Source: an optimization exercise on an open RTL-to-GDS flow (aim: small area and a short achievable clock period). Production flows keep margins and buffers that such runs may drop. Where RTL was checked, it was by simulation tests only, not by an equivalence proof against the original.

Design ULA_LCD, start of the top module:
module ULA_LCD(clk, rst, rs, rw, en, dados, SOMA, SUBT, MULT, IGUAL, A, B, sinalA, sinalB);
For scale: roughly 6700 sq um of cells after synthesis.
clock: 120.0 ns
lec_check: 0
abc_area: 1
cap_margin: 20
core_margin: 2
core_utilization: 40
slew_margin: 20
standard.sh (not shown) runs the stock make flow with config.mk's settings and CLKGATE_MAP_FILE= SYNTH_SCRIPT=/design/flow/synth_recipe.tcl, a recipe that flattens the netlist after the stock synthesis.
==> flow/flow/run.sh <==
#!/bin/bash
# Standard ORFS layout, except that after the standard synthesis the
# combinational logic is mapped again by ABC for area (flow/remap.abc);
# the flip-flops of the standard synthesis are kept as they are, with their
# names and cells.
set -euo pipefail
HERE=$(pwd)
R=$HERE/orfs/results/sky130hd/ULA_LCD/base
LIB=$FLOW_HOME/platforms/sky130hd/lib/sky130_fd_sc_hd__tt_025C_1v80.lib

bash standard.sh synth > $HERE/synth_std.log 2>&1

cp $R/1_2_yosys.v $HERE/netlist_std.v
cat > $HERE/remap.ys <<EOY
read_liberty -ignore_miss_func $LIB
read_verilog $HERE/netlist_std.v
hierarchy -top ULA_LCD
setattr -mod -set blackbox 1 sky130_fd_sc_hd__*df*
flatten
opt -full
techmap
opt -fast
abc -liberty $LIB $(cat $HERE/flow/dontuse.txt) -script $HERE/flow/remap.abc
opt_clean -purge
hilomap -singleton -hicell sky130_fd_sc_hd__conb_1 HI -locell sky130_fd_sc_hd__conb_1 LO
insbuf -buf sky130_fd_sc_hd__buf_4 A X
splitnets
opt_clean -purge
tee -o $HERE/remap_stat.log stat -liberty $LIB
write_verilog -noattr -nohex -nodec $HERE/netlist_remap.v
EOY
yosys -s $HERE/remap.ys > $HERE/remap.log 2>&1

# the remapped logic must do what the standard synthesis does
cat > $HERE/remap_equiv.ys <<EOY
read_liberty -ignore_miss_func $LIB
read_verilog $HERE/netlist_std.v
rename ULA_LCD gold
read_verilog $HERE/netlist_remap.v
rename ULA_LCD gate
flatten gold gate
hierarchy -check
setattr -mod -set blackbox 1 sky130_fd_sc_hd__*df*
opt_clean
equiv_make gold gate eq
hierarchy -top eq
equiv_simple -seq 1
equiv_status -assert
EOY
yosys -s $HERE/remap_equiv.ys > $HERE/remap_equiv.log 2>&1

cp $HERE/netlist_remap.v $R/1_2_yosys.v
touch $R/1_2_yosys.v
bash standard.sh finish > $HERE/finish.log 2>&1
==> flow/flow/remap.abc <==
strash
&get -n
&deepsyn -T 30
&put
dch -f
amap
topo
Other scripts of this flow, unchanged in this note and not shown: flow/flow/dontuse.txt
The first run passed the timing, DRC and antenna checks.
Then changed:
==> flow/flow/remap.abc (replaced) <==
strash
&get -n
&deepsyn -T 30
&put
dch -f
map -a
topo
Outcome:
- The new run went through all stages and came out clean
- area after synthesis rose by 7.5%
- count of clock-buffer cells in the layout rose by 1
- cell area rose by 6.0%
No run of this note included a check of the RTL's function; only the layout flow was run.

========
ULA_LCD, a different RTL version from the one above (not shown whole).
Size in the first run: ~980 cells after synthesis, ~35 I/O pins, ~6600 um^2 of cells after synthesis.
==> flow/config.mk <==
export PLATFORM = sky130hd
export DESIGN_NAME = ULA_LCD
export DESIGN_NICKNAME = ULA_LCD
export VERILOG_FILES = /design/flow/design.v
export SDC_FILE = /design/flow/constraint.sdc
export NUM_CORES = 4
export LEC_CHECK = 0
export ABC_AREA = 1
export CAP_MARGIN = 20
export CORE_MARGIN = 2
export CORE_UTILIZATION = 60
export CTS_BUF_LIST = sky130_fd_sc_hd__clkbuf_8
export CTS_CLUSTER_SIZE = 30
export SLEW_MARGIN = 20
==> flow/constraint.sdc <==
create_clock -name core_clock -period 120.0 [get_ports {clk}]
set_input_delay 24.0000 -clock core_clock [delete_from_list [all_inputs] [get_ports {clk}]]
set_output_delay 24.0000 -clock core_clock [all_outputs]
set_load 0.01 [all_outputs]
==> flow/flow/run.sh <==
#!/bin/bash
# Standard ORFS layout, except that after the standard synthesis the
# combinational logic is mapped again by ABC for area (flow/remap.abc);
# the flip-flops of the standard synthesis are kept as they are, with their
# names and cells.
set -euo pipefail
HERE=$(pwd)
R=$HERE/orfs/results/sky130hd/ULA_LCD/base
LIB=$FLOW_HOME/platforms/sky130hd/lib/sky130_fd_sc_hd__tt_025C_1v80.lib

bash standard.sh synth > $HERE/synth_std.log 2>&1

cp $R/1_2_yosys.v $HERE/netlist_std.v
cat > $HERE/remap.ys <<EOY
read_liberty -ignore_miss_func $LIB
read_verilog $HERE/netlist_std.v
hierarchy -top ULA_LCD
setattr -mod -set blackbox 1 sky130_fd_sc_hd__*df*
flatten
opt -full
techmap
opt -fast
abc -liberty $LIB $(cat $HERE/flow/dontuse.txt) -script $HERE/flow/remap.abc
opt_clean -purge
hilomap -singleton -hicell sky130_fd_sc_hd__conb_1 HI -locell sky130_fd_sc_hd__conb_1 LO
insbuf -buf sky130_fd_sc_hd__buf_4 A X
splitnets
opt_clean -purge
tee -o $HERE/remap_stat.log stat -liberty $LIB
write_verilog -noattr -nohex -nodec $HERE/netlist_remap.v
EOY
yosys -s $HERE/remap.ys > $HERE/remap.log 2>&1

# the remapped logic must do what the standard synthesis does
cat > $HERE/remap_equiv.ys <<EOY
read_liberty -ignore_miss_func $LIB
read_verilog $HERE/netlist_std.v
rename ULA_LCD gold
read_verilog $HERE/netlist_remap.v
rename ULA_LCD gate
flatten gold gate
hierarchy -check
setattr -mod -set blackbox 1 sky130_fd_sc_hd__*df*
opt_clean
equiv_make gold gate eq
hierarchy -top eq
equiv_simple -seq 1
equiv_status -assert
EOY
yosys -s $HERE/remap_equiv.ys > $HERE/remap_equiv.log 2>&1

cp $HERE/netlist_remap.v $R/1_2_yosys.v
touch $R/1_2_yosys.v
bash standard.sh finish "BUFFER_PORTS_ARGS=-buffer_cell sky130_fd_sc_hd__buf_2" > $HERE/finish.log 2>&1
==> flow/flow/remap.abc <==
strash
&get -n
&deepsyn -T 30
&dch -f
&nf -p -R 1000
&put
topo
Other scripts of this flow, unchanged in this note and not shown: flow/flow/dontuse.txt
Edit:
--- a/flow/flow/run.sh
+++ b/flow/flow/run.sh
@@ -54 +54 @@
-bash standard.sh finish "BUFFER_PORTS_ARGS=-buffer_cell sky130_fd_sc_hd__buf_2" > $HERE/finish.log 2>&1
+bash standard.sh finish > $HERE/finish.log 2>&1
==> flow/flow/remap.abc (replaced) <==
strash
&get -n
&deepsyn -T 30
&put
dch -f
map -a
topo
--- a/flow/config.mk
+++ b/flow/config.mk
@@ -11,3 +11 @@
-export CORE_UTILIZATION = 60
-export CTS_BUF_LIST = sky130_fd_sc_hd__clkbuf_8
-export CTS_CLUSTER_SIZE = 30
+export CORE_UTILIZATION = 40
What happened: Via count is higher by roughly a tenth. Cell count is higher by a quarter to a third. Final area is higher by a little under a tenth.
Edit:
--- a/flow/flow/run.sh
+++ b/flow/flow/run.sh
@@ -54 +54 @@
-bash standard.sh finish > $HERE/finish.log 2>&1
+bash standard.sh finish SETUP_SLACK_MARGIN=87.6 "BUFFER_PORTS_ARGS=-buffer_cell sky130_fd_sc_hd__buf_2" > $HERE/finish.log 2>&1
==> flow/flow/remap.abc (replaced) <==
strash
&get -n
&deepsyn -T 30
&dch -f
&nf -p -R 50
&put
topo
--- a/flow/config.mk
+++ b/flow/config.mk
@@ -11 +11,3 @@
-export CORE_UTILIZATION = 40
+export CORE_UTILIZATION = 60
+export CTS_BUF_LIST = sky130_fd_sc_hd__clkbuf_8
+export CTS_CLUSTER_SIZE = 30
Result: Final cell count goes down by 19%; count of clock-buffer cells in the layout does not change; worst hold slack gets worse by 15 ps; non-clock buffer count rises by 17; core utilization came out higher by 22 points; via count goes down by about 5.4%.
Edit:
--- a/flow/flow/run.sh
+++ b/flow/flow/run.sh
@@ -54 +54 @@
-bash standard.sh finish SETUP_SLACK_MARGIN=87.6 "BUFFER_PORTS_ARGS=-buffer_cell sky130_fd_sc_hd__buf_2" > $HERE/finish.log 2>&1
+bash standard.sh finish "BUFFER_PORTS_ARGS=-buffer_cell sky130_fd_sc_hd__buf_2" > $HERE/finish.log 2>&1
==> flow/flow/remap.abc (replaced) <==
strash
&get -n
&deepsyn -T 30
&dch -f
&nf -p -R 1000
&put
topo
--- a/flow/config.mk
+++ b/flow/config.mk
@@ -11,3 +11 @@
-export CORE_UTILIZATION = 60
-export CTS_BUF_LIST = sky130_fd_sc_hd__clkbuf_8
-export CTS_CLUSTER_SIZE = 30
+export CORE_UTILIZATION = 40
Outcome:
- The new run went through all stages and came out clean
- clock-buffer cell count is unchanged
- wire length went down by 3.6%
- cell area went down by 1.8%
- final cell count went up by 5.5%
- core utilization went down by 23 points
- setup slack got worse by 1500 ps
- die area went up by 48%
Edit:
--- a/flow/flow/run.sh
+++ b/flow/flow/run.sh
@@ -54 +54 @@
-bash standard.sh finish "BUFFER_PORTS_ARGS=-buffer_cell sky130_fd_sc_hd__buf_2" > $HERE/finish.log 2>&1
+bash standard.sh finish SETUP_SLACK_MARGIN=88.2 "BUFFER_PORTS_ARGS=-buffer_cell sky130_fd_sc_hd__buf_2" > $HERE/finish.log 2>&1
--- a/flow/config.mk
+++ b/flow/config.mk
@@ -11 +11,3 @@
-export CORE_UTILIZATION = 40
+export CORE_UTILIZATION = 60
+export CTS_BUF_LIST = sky130_fd_sc_hd__clkbuf_8
+export CTS_CLUSTER_SIZE = 30
Count of clock-buffer cells in the layout stays the same.
Core utilization went up by 26 points.
Synthesized cell count stays the same.
Clock skew barely changes.

========
## v48
Starting RTL as in the previous note.
==> flow/design.v (excerpt) <==
module ULA_LCD(clk, rst, rs, rw, en, dados, SOMA, SUBT, MULT, IGUAL, A, B, sinalA, sinalB);
	input [7:0] A;
	input [7:0] B;
	input sinalA;
	input sinalB;
	input SOMA;
	input SUBT;
	input MULT;
	input IGUAL;
	output en;
	output rw;
	output rs;
	output [7:0] dados;
	input clk;
	input rst;
	reg rs;
	reg en;
	reg [6:0] dados_r;   
	reg [15:0] Vr;       
	reg dsel;            
	parameter T45 = 2250, T5 = 250, T25 = 125;
	assign rw = 1'b0;
	localparam E0 = 4'd0,      
	           E1 = 4'd1,      
	           E2 = 4'd2,      
	           E3 = 4'd3,      
	           E4 = 4'd4,      
	           E5 = 4'd5,      
	           E6 = 4'd6,      
	           E9 = 4'd7,      
	           L1W = 4'd8,     
	           L1 = 4'd9,      
	           E15 = 4'd10,    
	           L2W = 4'd11,    
	           L2 = 4'd12;     
	reg [3:0] estado;    
	reg in20;            
	reg subest;
	reg [4:0] charPos;   
	reg flag_rst;
	reg [1:0] operacao;
	reg menos;
	reg menosA;
	reg menosB;
	reg flagbt1, flagbt2, flagbt3, flagbt4;
	reg sgn;             
	wire sE0 = (estado == E0);
	wire sE1 = (estado == E1);
	wire sE2 = (estado == E2);
	wire sE3 = (estado == E3);
	wire sE4 = (estado == E4);
  ...
export LEC_CHECK = 0
export ABC_AREA = 1
export CAP_MARGIN = 20
export CORE_MARGIN = 2
export CORE_UTILIZATION = 70
export CTS_BUF_LIST = sky130_fd_sc_hd__clkbuf_8
export CTS_CLUSTER_SIZE = 30
export SLEW_MARGIN = 20
create_clock -name core_clock -period 120.0 [get_ports {clk}]
==> flow/flow/run.sh <==
#!/bin/bash
# Standard ORFS layout, except that after the standard synthesis the
# combinational logic is mapped again by ABC for area (flow/remap.abc);
# the flip-flops of the standard synthesis are kept as they are, with their
# names and cells.
set -euo pipefail
HERE=$(pwd)
R=$HERE/orfs/results/sky130hd/ULA_LCD/base
LIB=$FLOW_HOME/platforms/sky130hd/lib/sky130_fd_sc_hd__tt_025C_1v80.lib

bash standard.sh synth > $HERE/synth_std.log 2>&1

cp $R/1_2_yosys.v $HERE/netlist_std.v
cat > $HERE/remap.ys <<EOY
read_liberty -ignore_miss_func $LIB
read_verilog $HERE/netlist_std.v
hierarchy -top ULA_LCD
setattr -mod -set blackbox 1 sky130_fd_sc_hd__*df*
flatten
opt -full
techmap
opt -fast
abc -liberty $LIB $(cat $HERE/flow/dontuse.txt) -script $HERE/flow/remap.abc
opt_clean -purge
hilomap -singleton -hicell sky130_fd_sc_hd__conb_1 HI -locell sky130_fd_sc_hd__conb_1 LO
insbuf -buf sky130_fd_sc_hd__buf_4 A X
splitnets
opt_clean -purge
tee -o $HERE/remap_stat.log stat -liberty $LIB
write_verilog -noattr -nohex -nodec $HERE/netlist_remap.v
EOY
yosys -s $HERE/remap.ys > $HERE/remap.log 2>&1

# the remapped logic must do what the standard synthesis does
cat > $HERE/remap_equiv.ys <<EOY
read_liberty -ignore_miss_func $LIB
read_verilog $HERE/netlist_std.v
rename ULA_LCD gold
read_verilog $HERE/netlist_remap.v
rename ULA_LCD gate
flatten gold gate
hierarchy -check
setattr -mod -set blackbox 1 sky130_fd_sc_hd__*df*
opt_clean
equiv_make gold gate eq
hierarchy -top eq
equiv_simple -seq 1
equiv_status -assert
EOY
yosys -s $HERE/remap_equiv.ys > $HERE/remap_equiv.log 2>&1

cp $HERE/netlist_remap.v $R/1_2_yosys.v
touch $R/1_2_yosys.v
bash standard.sh finish SETUP_SLACK_MARGIN=87.2 "BUFFER_PORTS_ARGS=-buffer_cell sky130_fd_sc_hd__buf_2" > $HERE/finish.log 2>&1
==> flow/flow/remap.abc <==
strash
&get -n
&deepsyn -T 30
&dch -f
&nf -p -R 1000
&put
topo
Other scripts of this flow, unchanged in this note and not shown: flow/flow/dontuse.txt
--- input diff v48..v40 ---
Settings: setting PLACE_DENSITY to 0.8 for the first time; changing CORE_UTILIZATION from 70 to 60.
- Against v48, per-cell via count in the routed design in v40 fell by a little under 10%.
- v40 -> v48: final area flat
- Diff v48 -> v40 | routed wire length | decrease of about 14%
- Compared with v48, v40 shows a higher total stage count of the critical path.
- Re vertical die dimension: v40 is about 8% up on v48.
- On cell area after placement: v40 sits above v48.
### v40 -> v39
Settings: CTS_CLUSTER_SIZE no longer set, was 30; CORE_UTILIZATION now 40, was 60; CTS_BUF_LIST no longer set, was sky130_fd_sc_hd__clkbuf_8; PLACE_DENSITY no longer set, was 0.8.
-- flow/flow/run.sh --
<<< v40, line 54
bash standard.sh finish SETUP_SLACK_MARGIN=87.2 "BUFFER_PORTS_ARGS=-buffer_cell sky130_fd_sc_hd__buf_2" > $HERE/finish.log 2>&1
>>> v39, line 54
bash standard.sh finish "BUFFER_PORTS_ARGS=-buffer_cell sky130_fd_sc_hd__buf_2" > $HERE/finish.log 2>&1
==> flow/flow/remap.abc <==
strash
&get -n
&deepsyn -T 30
&put
dch -f
map -a
topo
Notes after the runs:
v40 reports its endpoint of the most critical setup path as dados[2] while v39 reports dados[1].
v39 does worse than v40 on worst setup slack.
v39 improves on v40 in worst setup slack before clock tree synthesis.
Measured against each other, v39 and v40 differ in sequential share of layout area, the higher figure coming from v40.
[compare] base=v40 new=v39: share of cell area taken by multi-input logic gates dropped 9.5 points, synthesized cell count shows an increase of 212, sum of routed wire length over all layers rose about 20%.

========
== purple ==
ULA_LCD, a different RTL version from the one above (not shown whole).
For scale: ~1,100 cells after synthesis, ~35 I/O pins, about 6700 um2 of cells after synthesis.
Settings: LEC_CHECK=0, ABC_AREA=1, CAP_MARGIN=20, CORE_MARGIN=2, CORE_UTILIZATION=40, SLEW_MARGIN=20; clock period 120.0 ns.
==> flow/flow/run.sh <==
#!/bin/bash
# Standard ORFS layout, except that after the standard synthesis the
# combinational logic is mapped again by ABC for area (flow/remap.abc);
# the flip-flops of the standard synthesis are kept as they are, with their
# names and cells.
set -euo pipefail
HERE=$(pwd)
R=$HERE/orfs/results/sky130hd/ULA_LCD/base
LIB=$FLOW_HOME/platforms/sky130hd/lib/sky130_fd_sc_hd__tt_025C_1v80.lib

bash standard.sh synth > $HERE/synth_std.log 2>&1

cp $R/1_2_yosys.v $HERE/netlist_std.v
cat > $HERE/remap.ys <<EOY
read_liberty -ignore_miss_func $LIB
read_verilog $HERE/netlist_std.v
hierarchy -top ULA_LCD
setattr -mod -set blackbox 1 sky130_fd_sc_hd__*df*
flatten
opt -full
techmap
opt -fast
abc -liberty $LIB $(cat $HERE/flow/dontuse.txt) -script $HERE/flow/remap.abc
opt_clean -purge
hilomap -singleton -hicell sky130_fd_sc_hd__conb_1 HI -locell sky130_fd_sc_hd__conb_1 LO
insbuf -buf sky130_fd_sc_hd__buf_4 A X
splitnets
opt_clean -purge
tee -o $HERE/remap_stat.log stat -liberty $LIB
write_verilog -noattr -nohex -nodec $HERE/netlist_remap.v
EOY
yosys -s $HERE/remap.ys > $HERE/remap.log 2>&1

# the remapped logic must do what the standard synthesis does
cat > $HERE/remap_equiv.ys <<EOY
read_liberty -ignore_miss_func $LIB
read_verilog $HERE/netlist_std.v
rename ULA_LCD gold
read_verilog $HERE/netlist_remap.v
rename ULA_LCD gate
flatten gold gate
hierarchy -check
setattr -mod -set blackbox 1 sky130_fd_sc_hd__*df*
opt_clean
equiv_make gold gate eq
hierarchy -top eq
equiv_simple -seq 1
equiv_status -assert
EOY
yosys -s $HERE/remap_equiv.ys > $HERE/remap_equiv.log 2>&1

cp $HERE/netlist_remap.v $R/1_2_yosys.v
touch $R/1_2_yosys.v
bash standard.sh finish SETUP_SLACK_MARGIN=90 > $HERE/finish.log 2>&1
Other scripts of this flow, unchanged in this note and not shown: flow/flow/dontuse.txt, flow/flow/remap.abc
For red, these inputs were changed with respect to purple:
-- flow/flow/run.sh --
<<< purple, line 52
cp $HERE/netlist_remap.v $R/1_2_yosys.v
touch $R/1_2_yosys.v
bash standard.sh finish SETUP_SLACK_MARGIN=90 > $HERE/finish.log 2>&1
>>> red, line 52
cp $HERE/netlist_remap.v $R/1_2_yosys.v
touch $R/1_2_yosys.v
bash standard.sh finish SETUP_SLACK_MARGIN=88 > $HERE/finish.log 2>&1
[summary]
Per the final summary, red finished and its layout is clean on timing, DRC and antenna.
From purple to red the numbers moved as follows: wire length lower, total routing usage reported by global routing now sits higher, number of fillers in the final layout shows an increase of 28.
Core util | red vs purple | red lower
Looking at multi-input gate area in the final layout, red sits below purple.
No functional check of the RTL was part of any run of this note.

## re-timing with driven ports
In the flow no input, the clock included, has a driving cell. The finished layouts below were timed again as built, in two steps. Step 1 sets driving cells, clkbuf_16 on the clock port and buf_2 on the other inputs (assumed; they add their load-dependent delay and slew). Step 2, shift: input delay + t, output delay - t, t = (earliest + latest rising clock arrival at the registers) / 2. This alone moves slack from input paths to output paths. a / b / c = ideal ports / drivers / drivers and shift; a / b = the first two.
| run | t (ns) | setup WS [ns] | worst data-port slew with drivers (ns) |
|---|---|---|---|
| the first run of note 1 | 0.368 | 85.617 / 85.578 / 85.946 | 0.03 |
| the second run of note 1 | 0.372 | 86.610 / 86.568 / 86.941 | 0.03 |
| the first run of note 2 | 0.360 | 86.656 / 86.620 / 86.980 | 0.03 |
| the second run of note 2 | 0.344 | 86.573 / 86.534 / 86.878 | 0.03 |
| the third run of note 2 | 0.343 | 88.096 / 88.064 / 88.407 | 0.04 |
| the fourth run of note 2 | 0.340 | 86.557 / 86.520 / 86.860 | 0.03 |
| the fifth run of note 2 | 0.359 | 88.116 / 88.080 / 88.439 | 0.03 |
| v48 | 0.349 | 87.558 / 87.522 / 87.871 | 0.03 |
| v40 | 0.347 | 87.835 / 87.800 / 88.147 | 0.03 |
| v39 | 0.339 | 87.103 / 87.060 / 87.399 | 0.03 |
| purple | 0.368 | 86.947 / 86.905 / 87.273 | 0.03 |
| red | 0.369 | 87.270 / 87.230 / 87.599 | 0.03 |
After both steps setup and hold are still met in every run listed.
